What follows belongs to an exercise in optimizing a design on an open flow for small area; a production flow would make more cautious choices.
The RTL was checked by simulation tests, not by an equivalence proof against the original design.
No activity file was given, so power comes from the tool's default toggle rates.

==> flow/design.v, too long to show whole: its modules and the start of the top module <==
// module decoder: 13 lines
// module hm_nand2: 3 lines
// module hm_nor2: 3 lines
// module hm_xor2: 3 lines
// module hm_xnor2: 3 lines
// module hm_a21oi: 3 lines
// module hm_o21ai: 3 lines
// module hm_inv: 3 lines
// module hm_mux2i: 3 lines
// module ARITHMATIC_UNIT: 35 lines
// module ARITH_ARRAY: 2357 lines
// module Logic_Unit: 20 lines
// module CMP_Unit: 24 lines
// module Shift_Unit: 21 lines
// module ALU_TOP: 23 lines
module ALU_TOP #(parameter width = 16)(
    input [width - 1:0] A,
    input [width - 1:0] B,
    input [3:0] ALU_FUN,
    input clk,rst,
    output  [width - 1:0] Arith_OUT,
    output  Carry_OUT,
    output  Arith_Flag,
    output  [width - 1:0] Logic_OUT,
    output  Logic_Flag,
    output  [width - 1:0] CMP_OUT,
    output  CMP_Flag,
    output  [width - 1:0] Shift_OUT,
    output  Shift_Flag
    );
  // ...
==> flow/flow/run.sh <==
#!/bin/bash
# Own layout flow: the standard flow (standard.sh) with two changes:
#  - synthesis uses flow/my_synth.tcl, which is synth_recipe.tcl plus one step that
#    maps the hm_* gate modules of ARITH_ARRAY onto the matching sky130 cells
#    (flow/hm_map.v) before Yosys's synth, so ABC keeps the array's carry chains;
#  - BUFFER_PORTS_ARGS (if set below) picks the port buffer cell.
# Each tool's full output goes to the ORFS logs under orfs/logs/, and the make
# output to flow_make.log in this folder.
set -euo pipefail
HERE=$(pwd)
export HM_MAP=$HERE/flow/hm_map.v
sed "s#SYNTH_SCRIPT=[^ ]*#SYNTH_SCRIPT=$HERE/flow/my_synth.tcl#" standard.sh > my_standard.sh
grep -q "SYNTH_SCRIPT=$HERE/flow/my_synth.tcl" my_standard.sh
ARGS=()
if [ -f flow/buffer_ports_args ]; then ARGS+=("BUFFER_PORTS_ARGS=$(cat flow/buffer_ports_args)"); fi
bash my_standard.sh "${ARGS[@]}" finish > flow_make.log 2>&1
==> flow/flow/buffer_ports_args <==
-buffer_cell sky130_fd_sc_hd__buf_1
==> flow/flow/hm_map.v <==
module hm_nand2 (A, B, Y);
  input A, B;
  output Y;
  sky130_fd_sc_hd__nand2_1 _TECHMAP_REPLACE_ (.A(A), .B(B), .Y(Y));
endmodule

module hm_nor2 (A, B, Y);
  input A, B;
  output Y;
  sky130_fd_sc_hd__nor2_1 _TECHMAP_REPLACE_ (.A(A), .B(B), .Y(Y));
endmodule

module hm_xor2 (A, B, X);
  input A, B;
  output X;
  sky130_fd_sc_hd__xor2_1 _TECHMAP_REPLACE_ (.A(A), .B(B), .X(X));
endmodule

module hm_xnor2 (A, B, Y);
  input A, B;
  output Y;
  sky130_fd_sc_hd__xnor2_1 _TECHMAP_REPLACE_ (.A(A), .B(B), .Y(Y));
endmodule

module hm_a21oi (A1, A2, B1, Y);
  input A1, A2, B1;
  output Y;
  sky130_fd_sc_hd__a21oi_1 _TECHMAP_REPLACE_ (.A1(A1), .A2(A2), .B1(B1), .Y(Y));
endmodule

module hm_o21ai (A1, A2, B1, Y);
  input A1, A2, B1;
  output Y;
  sky130_fd_sc_hd__o21ai_1 _TECHMAP_REPLACE_ (.A1(A1), .A2(A2), .B1(B1), .Y(Y));
endmodule

module hm_inv (A, Y);
  input A;
  output Y;
  sky130_fd_sc_hd__inv_1 _TECHMAP_REPLACE_ (.A(A), .Y(Y));
endmodule

module hm_mux2i (A0, A1, S, Y);
  input A0, A1, S;
  output Y;
  sky130_fd_sc_hd__mux2i_1 _TECHMAP_REPLACE_ (.A0(A0), .A1(A1), .S(S), .Y(Y));
endmodule
==> flow/flow/my_synth.tcl <==
# Standard synthesis (synth_recipe.tcl) with one extra step: before Yosys's synth
# command, the small gate modules hm_* of ARITH_ARRAY are replaced by the
# matching sky130 cells (flow/hm_map.v), so that ABC keeps the array's structure.
set ::hm_done 0
proc synth {args} {
  if {!$::hm_done} {
    set ::hm_done 1
    yosys techmap -map $::env(HM_MAP)
  }
  yosys synth -nofsm -noshare {*}$args
}
source $::env(SCRIPTS_DIR)/synth.tcl
# left out here: clear keep_hierarchy, flatten, clean up, hide names made inside functions, write 1_2_yosys.v
==> flow/standard.sh <==
#!/bin/bash
# synth_recipe.tcl (not shown) runs the flow's synth.tcl, then flattens the netlist and writes it again
# the make line also repeats each setting of config.mk as NAME=value (left out here)
make -C /OpenROAD-flow-scripts/flow DESIGN_CONFIG=/design/flow/config.mk WORK_HOME=/design/flow/orfs CLKGATE_MAP_FILE= SYNTH_SCRIPT=/design/flow/synth_recipe.tcl "${@:-finish}"
==> flow/config.mk <==
export PLATFORM = sky130hd
export DESIGN_NAME = ALU_TOP
export DESIGN_NICKNAME = ALU_TOP
export VERILOG_FILES = /design/flow/design.v
export SDC_FILE = /design/flow/constraint.sdc
export NUM_CORES = 4
export LEC_CHECK = 0
export CAP_MARGIN = 20
export CORE_MARGIN = 2
export CORE_UTILIZATION = 40
export PLACE_DENSITY = 0.75
export SETUP_SLACK_MARGIN = -0.5
export SLEW_MARGIN = 20
==> flow/constraint.sdc <==
create_clock -name core_clock -period 33.0 [get_ports {clk}]
set_input_delay 6.6000 -clock core_clock [delete_from_list [all_inputs] [get_ports {clk}]]
set_output_delay 6.6000 -clock core_clock [all_outputs]
set_load 0.01 [all_outputs]
==> summary.md, run 1 <==
| Metric | Value |
|---|---|
| Simple logic cell fraction of the synthesized area | `29.5%` |
| Final Max Tran Viols | `0` |
| Data arrival time of the worst path | `31680 ps` |
| Port bufs | `92` |
| Critical Path RT | `33220 ps` |
| Status | `no timing/DRC/antenna violations` |
| Setup TNS | `0 ps` |
| Place WS | `-1530 ps` |
| Final hold violation count | `0` |
| Met1 usage | `31.7%` |
| Hold Buf Count CTS | `0` |
| Mapped Area | `9550 sq um` |
| Synth warn | `5` |
| Synth top area cells | `dfrtp_1, xor2_1, xnor2_1` |
| Buf/Inv on CP | `5` |
| Die W | `159 um` |
| Initial Util | `40.7%` |
| CP endpoint kind | `flop` |
| NetSw | `406 uW` |
| Well Taps | `319` |
| Crit. Startpoint | `B[4]` |
| Top Consumer | `combinational cells` |
| Synth async-reset ratio | `100%` |
| Placed cells | `1994` |
| WL final | `32400 um` |
| Commonest non-fill, non-tap cell in the layout | `nand2_1` |
| Layout cells sized above 1 | `10.9%` |
==> inputs of run 2 (changes only) <==
--- a/flow/config.mk
+++ b/flow/config.mk
@@ -8,6 +8,7 @@
 export CAP_MARGIN = 20
 export CORE_MARGIN = 2
 export CORE_UTILIZATION = 40
+export GPL_TIMING_DRIVEN = 0
 export PLACE_DENSITY = 0.75
 export SETUP_SLACK_MARGIN = -0.5
 export SLEW_MARGIN = 20
==> summary.md, run 2 <==
| Metric | Value |
|---|---|
| Fmax | `31.3 MHz` |
| Synth top area cells | `dfrtp_1, xor2_1, xnor2_1` |
| Core area | `23500 sq um` |
| Final worst path period share | `96.9%` |
| Crit-path slowest cell | `buf_1` |
| Post-route ant nets | `0` |
| Placer Congestion | `0.972` |
| WL final | `33300 um (+2.8%)` |
| Io pins | `107` |
| Crit path kind | `in -> reg` |
| Final hold violation count | `0 (unchanged)` |
| Die W | `159 um (unchanged)` |
| Status | `no timing/DRC/antenna violations` |
| CTS buffer count | `5` |
| CP endpoint kind | `flop` |
| Max cap viols | `0` |
| Mapped Area | `9550 sq um (unchanged)` |
| Worst slew pin tran | `1120 ps` |
| Total track usage | `25.3%` |
| Layout net count | `1748` |
| Top FF cell, synth | `dfrtp_1` |
| Largest stage delay, worst path | `690 ps` |
| Clock slew at reported path FFs | `70 ps` |
| Data arrival time of the worst path | `32180 ps (+500 ps)` |
| Overflow left after global routing | `0` |
| Synth async-reset ratio | `100% (unchanged)` |
| Worst Slack Setup Final | `1040 ps` |
| Mapped Cells | `1545` |
| Hold crit path type | `in -> async` |
| Static leakage | `0.00522 uW` |
| Synth warn | `5 (unchanged)` |
| Die height | `159 um` |
| Place WS | `-8390 ps (-6850 ps)` |
| Pin count of the biggest net entering global routing | `34` |
| Cell type group with the largest total delay on the critical path | `compound AO/OA/AOI/OAI gates` |
| Vias in the first global route | `9774` |
| Setup violators final | `0` |
| Top cell type's share of synthesized area | `14.4%` |
| Rows | `56` |
| Post-synth EDFFs | `0` |
| Slew HR | `24.5%` |
| Fin cells | `2028` |
| Placed cells | `1971 (-1.2%)` |
| Clock net sink count | `55` |
| DR iter-0 viols | `1230` |
| Distinct cells, synth | `40` |
| Most frequent CP cell | `a21oi_2` |
| Layout cells sized above 1 | `13.8% (+2.9 points)` |
| Commonest non-fill, non-tap cell in the layout | `nand2_1` |
| CTS Buffer Depth | `2` |
| Final Max Tran Viols | `0 (unchanged)` |
| Root Driver | `clkbuf_16` |
| Sequential share of the synthesized area | `14.4%` |
| H-tree levels | `2` |
| CP Max Fanout | `15` |
| Max VDD drop | `0.0000377 V` |
| Total Die Area | `25100 sq um` |
| First-pass DRT Iterations | `6` |
| Pwr per Cell Area | `66.5 nW/um^2` |
| Min Tclk post-route | `31960 ps` |
| Via Count | `11100` |
| Cell taking the most area after synthesis | `dfrtp_1` |
| Antenna cells | `0` |
| Buf/Inv on CP | `4 (-1)` |
| Vias per Instance | `5.45` |
| Detailed Place HPWL | `24400 um` |
| Startpoint types | `primary input` |
| Initial antenna violation count | `0` |
| Port bufs | `91 (-1.1%)` |
| Yosys reg bits | `55` |
| First-pass GRT wire length | `50200 um` |
| DRC violations left | `0` |
| Largest registers | `d1.Arith_OUT: 16 flops, d2.Logic_OUT: 16 flops, d4.Shift_OUT: 16 flops` |
| Most frequent cells in the layout | `nand2_1, nor2_1, xor2_1` |
| Commonest cells in the netlist | `nand2_1, nor2_1, xor2_1` |
| TritonCTS clock tree | `built` |
| Initial Util | `40.7% (unchanged)` |
| Area Overhead vs Synth | `22.1%` |
| Critical Path RT | `33220 ps (about the same)` |
| Most frequent cell after synthesis | `nand2_1` |
| DR WL/cell | `16.4 um` |
| Synthesized area per cell | `6.18 sq um` |
[run 2: cell count changes in the layout (fill, tap and decap cells not counted), sizes merged]
cell,before,now
clkbuf,8,34
clkinvlp,1,2
clkdlybuf4s15,0,1
buf,175,169
inv,101,100
[run 2: path summary, 6_finish.rpt]
kind | startpoint | end | depth (start not counted)
max in group asynchronous | rst | d1.Arith_OUT[12]$_DFF_PN0_ | 2
min in group core_clock | ALU_FUN[2] | d3.CMP_Flag$_DFF_PN0_ | 2
max | B[0] | d3.cmp[1]$_DFF_PN0_ | 149
min | rst | d4.Shift_OUT[2]$_DFF_PN0_ | 1
[run 2: metal layers]
metal  GRT usage (%)  vias up  wire length, um
li1                -     5228                -
met1            32.2     5049            12800
met2            42.5      661            15200
met3            3.29      124             3620
met4            11.9        0             1640
met5               0        -                0
[run 2: timing repair]
item,4_1_cts,5_1_grt
setup endpoints to repair,19,19
resized for setup,70,71
hold buffers,0,0
pin swaps,10,34
gates cloned,0,0
setup buffers,20,32
[run 2: kinds of logic (layout without fill, tap and decap cells)]
group           count (synthesis)  in the layout  synth area share [%]
fa+ha+maj                      12             12                  1.36
flops                          55             55                  14.4
compound gates                283            283                  15.7
xor+xnor                      301            301                  27.6
mux                            30             30                  4.59
buf+inv                       156            307                  6.83
other cells                     1             14                0.0393
simple gates                  707            707                  29.5
[run 2: area by class of cell]
cell class	count	area (sq um)
inverter	101	383
multi-input combinational	1347	8280
clock buffer	5	125
fill	2274	11800
tap	319	399
sequential	55	1380
timing repair buffer	146	785
clock inverter	2	37.5
buffer	53	273
[run 2: power breakdown]
group	leakage, uW	internal [uW]	switching (uW)	total (uW)
combinational	0.00440	245	394	639
sequential	0.000740	74.2	1.97	76.2
clock	0.0000759	35.4	24.4	59.9
[run 2: per-stage QoR]
stage,setup TNS (ps),total power (uW),area (sq um),hold slack [ps],util (%)
global route,-2270,831,11700,6310,49.7
CTS,-823,720,11000,6290,47.0
global placement,-141840,618,10300,6910,44.1
finish,0,775,11700,6280,49.7
detailed placement,-137970,629,10400,6610,44.3
floorplan,-576,515,9600,6300,-
==> inputs of run 3 (changes only) <==
--- a/flow/config.mk
+++ b/flow/config.mk
@@ -8,7 +8,6 @@
 export CAP_MARGIN = 20
 export CORE_MARGIN = 2
 export CORE_UTILIZATION = 40
-export GPL_TIMING_DRIVEN = 0
 export PLACE_DENSITY = 0.75
-export SETUP_SLACK_MARGIN = -0.5
+export SETUP_SLACK_MARGIN = -0.8
 export SLEW_MARGIN = 20
==> summary.md, run 3 <==
| Metric | Value |
|---|---|
| Status | `no timing/DRC/antenna violations` |
| Layout net count | `1736 (-0.69%)` |
| Setup TNS | `0 ps (unchanged)` |
| Pin count of the biggest net entering global routing | `59 (+74%)` |
| Mapped Area | `9550 sq um (unchanged)` |
| Clock slew at reported path FFs | `70 ps (about the same)` |
| Most frequent CP cell | `o21ai_1` |
| Vias per Instance | `5.37 (-1.5%)` |
| Worst slew pin tran | `1030 ps (-92.9 ps)` |
| Area Overhead vs Synth | `18.2%` |
| Static leakage | `0.00517 uW (-0.98%)` |
| WL final | `32000 um (-4.0%)` |
| Via Count | `10800 (-2.1%)` |
| Startpoint types | `primary input` |
| Total Die Area | `25100 sq um (unchanged)` |
| Layout cells sized above 1 | `10.9% (-2.8 points)` |
| Synthesized area per cell | `6.18 sq um (unchanged)` |
| DRC violations left | `0 (unchanged)` |
| Synth top area cells | `dfrtp_1, xor2_1, xnor2_1` |
| DR iter-0 viols | `983 (-20%)` |
| Final Instance Area | `11300 sq um (-3.2%)` |
| Total track usage | `24.8% (-0.47 points)` |
| Slew HR | `31.5% (+7.0 points)` |
| CTS Buffer Depth | `2 (unchanged)` |
| Placer Congestion | `1.01 (+3.9%)` |
| Setup violators final | `0 (unchanged)` |
| Cell taking the most area after synthesis | `dfrtp_1` |
| Synth warn | `5 (unchanged)` |
| Mapped Cells | `1545 (unchanged)` |
| Initial Util | `40.7% (unchanged)` |
| Antenna cells | `0 (unchanged)` |
| Placed inst area | `10800 sq um (+3.4%)` |
| Final worst path period share | `95.4% (-1.4 points)` |
| Most frequent cell after synthesis | `nand2_1` |
| Top cell type's share of synthesized area | `14.4% (unchanged)` |
| Commonest cells in the netlist | `nand2_1, nor2_1, xor2_1` |
| Core area | `23500 sq um (unchanged)` |
| Data arrival time of the worst path | `31690 ps (-490 ps)` |
| TritonCTS clock tree | `built` |
| Fmax | `31.8 MHz (+1.5%)` |
| Sequential share of the synthesized area | `14.4% (unchanged)` |
| Io pins | `107 (unchanged)` |
| Critical Path RT | `33210 ps (about the same)` |
| Utilization after layout | `48.1% (-1.6 points)` |
| Pwr per Cell Area | `65.9 nW/um^2 (-0.81%)` |
| CP Max Fanout | `11 (-4)` |
| Die W | `159 um (unchanged)` |
| First-pass DRT Iterations | `8 (+2)` |
| Initial antenna violation count | `0 (unchanged)` |
| Post-synth EDFFs | `0 (unchanged)` |
| Die height | `159 um (unchanged)` |
| Largest stage delay, worst path | `540 ps (-150 ps)` |
| Commonest non-fill, non-tap cell in the layout | `nand2_1` |
| Distinct cells, synth | `40 (unchanged)` |
| Power Total | `744 uW (-4.0%)` |
| Detailed Place HPWL | `24700 um (+1.1%)` |
| Hold Buf Count CTS | `0 (unchanged)` |
| Final Max Tran Viols | `0 (unchanged)` |
| Min Tclk post-route | `31490 ps (-478 ps)` |
| Hold crit path type | `in -> async` |
| Max cap viols | `0 (unchanged)` |
| Final hold violation count | `0 (unchanged)` |
| CTS buffer count | `5 (unchanged)` |
| Clock net sink count | `55 (unchanged)` |
| Crit path kind | `in -> reg` |
| Vias in the first global route | `9599 (-1.8%)` |
| Yosys reg bits | `55 (unchanged)` |
| H-tree levels | `2 (unchanged)` |
| Crit-path slowest cell | `or3_1` |
| First-pass GRT wire length | `49100 um (-2.2%)` |
| Most frequent cells in the layout | `nand2_1, nor2_1, xor2_1` |
| DR WL/cell | `15.9 um (-3.4%)` |
| Synth async-reset ratio | `100% (unchanged)` |
| Top FF cell, synth | `dfrtp_1` |
| Root Driver | `clkbuf_16` |
| Rows | `56 (unchanged)` |
| Max VDD drop | `0.0000526 V (+40%)` |
| Largest registers | `d1.Arith_OUT: 16 flops, d2.Logic_OUT: 16 flops, d4.Shift_OUT: 16 flops` |
| Overflow left after global routing | `0 (unchanged)` |
| CP endpoint kind | `flop` |
| Port bufs | `92 (+1.1%)` |
| Post-route ant nets | `0 (unchanged)` |
==> run 3: logic make-up (layout without fill, tap and decap cells) <==
| kind of cell | Yosys count | in the layout | share of synthesized area [%] |
|---|---|---|---|
| adders and majority gates | 12 | 12 | 1.36 |
| AOI/OAI and AO/OA | 283 | 283 | 15.7 |
| xor gates and xnor gates | 301 | 301 | 27.6 |
| DFF | 55 | 55 | 14.4 |
| other | 1 | 14 | 0.0393 |
| and+or+nand+nor | 707 | 707 | 29.5 |
| buffers and inverters | 156 | 295 | 6.83 |
| muxes | 30 | 30 | 4.59 |
==> run 3: worst max-delay path: cells and delay by family <==
kind | cells | cell delay, ps
and+or+nand+nor | 38 | 5580
xor gates and xnor gates | 17 | 4050
AOI/OAI and AO/OA | 89 | 14610
buffers and inverters | 4 | 720
muxes | 1 | 130
==> run 3: repair_timing <==
action / CTS / global route
setup endpoints to repair: 2 / 19
pin swaps: 0 / 4
resized for setup: 2 / 61
buffers inserted: 0 / 5
==> run 3: power breakdown <==
part	internal, uW	switching [uW]
clock	35.4	25.2
sequential	74.2	2.06
combinational	239	369
==> run 3: worst paths after layout <==
kind,start,slack [ps],cells after the start,endpoint
min,rst,6420,2,d3.cmp[1]$_DFF_PN0_
max in group asynchronous,rst,26120,2,d1.Arith_OUT[12]$_DFF_PN0_
min in group core_clock,ALU_FUN[2],6640,2,d3.CMP_Flag$_DFF_PN0_
max,B[6],1510,149,d3.cmp[1]$_DFF_PN0_
==> run 3: metrics by stage <==
step	cells	worst slack, ps	hold slack [ps]
after global routing	2016	-1020	6510
after global placement	2004	-94.9	6770
after CTS	2011	-638	6450
after detailed placement	2004	-1210	6760
after floorplan	1558	-584	6300
final	2016	1510	6420
==> run 3: cell type report <==
class | count | area (sq um)
clock buffers | 5 | 125
clock inverters | 2 | 37.5
fillers | 2320 | 12200
inverters | 101 | 379
multi-input cells | 1347 | 7910
flip-flops and latches | 55 | 1380
well taps | 319 | 399
repair buffers | 187 | 1060
==> run 3: per-layer routing <==
metal / vias up / global-route usage (%) / part of all wire, %
met4: 0 / 12.1 / 4.8
met5: - / 0 / 0
li1: 5205 / - / -
met2: 609 / 41.2 / 45
met1: 4909 / 31.6 / 40
met3: 109 / 3.62 / 10

## re-timing with driven ports
No port has a modelled driver above. Below, the same layouts with a new extraction and two added sets of constraints.
Step 1: set_driving_cell puts a clkbuf_16 on clk and a buf_2 on each other input, an assumption about the parent block.
Step 2, shift: input delay + t, output delay - t, t = (earliest + latest rising clock arrival at the registers) / 2. This alone moves slack from input paths to output paths.
Slacks: no drivers / after step 1 / after step 2; pairs: no drivers / after step 1.
run | t, ns | slack for setup (ns) | latest minus earliest clock arrival (ns)
run 1 | 0.332 | 1.541 / 1.560 / 1.228 | 0.012 / 0.012
run 2 | 0.336 | 1.036 / 1.039 / 0.703 | 0.010 / 0.009
run 3 | 0.340 | 1.514 / 1.539 / 1.199 | 0.010 / 0.010
After both steps setup and hold are still met in every run listed. The setup slack of run 2, which loses most, moves by +0.003 ns with the drivers and by -0.333 ns with both steps.
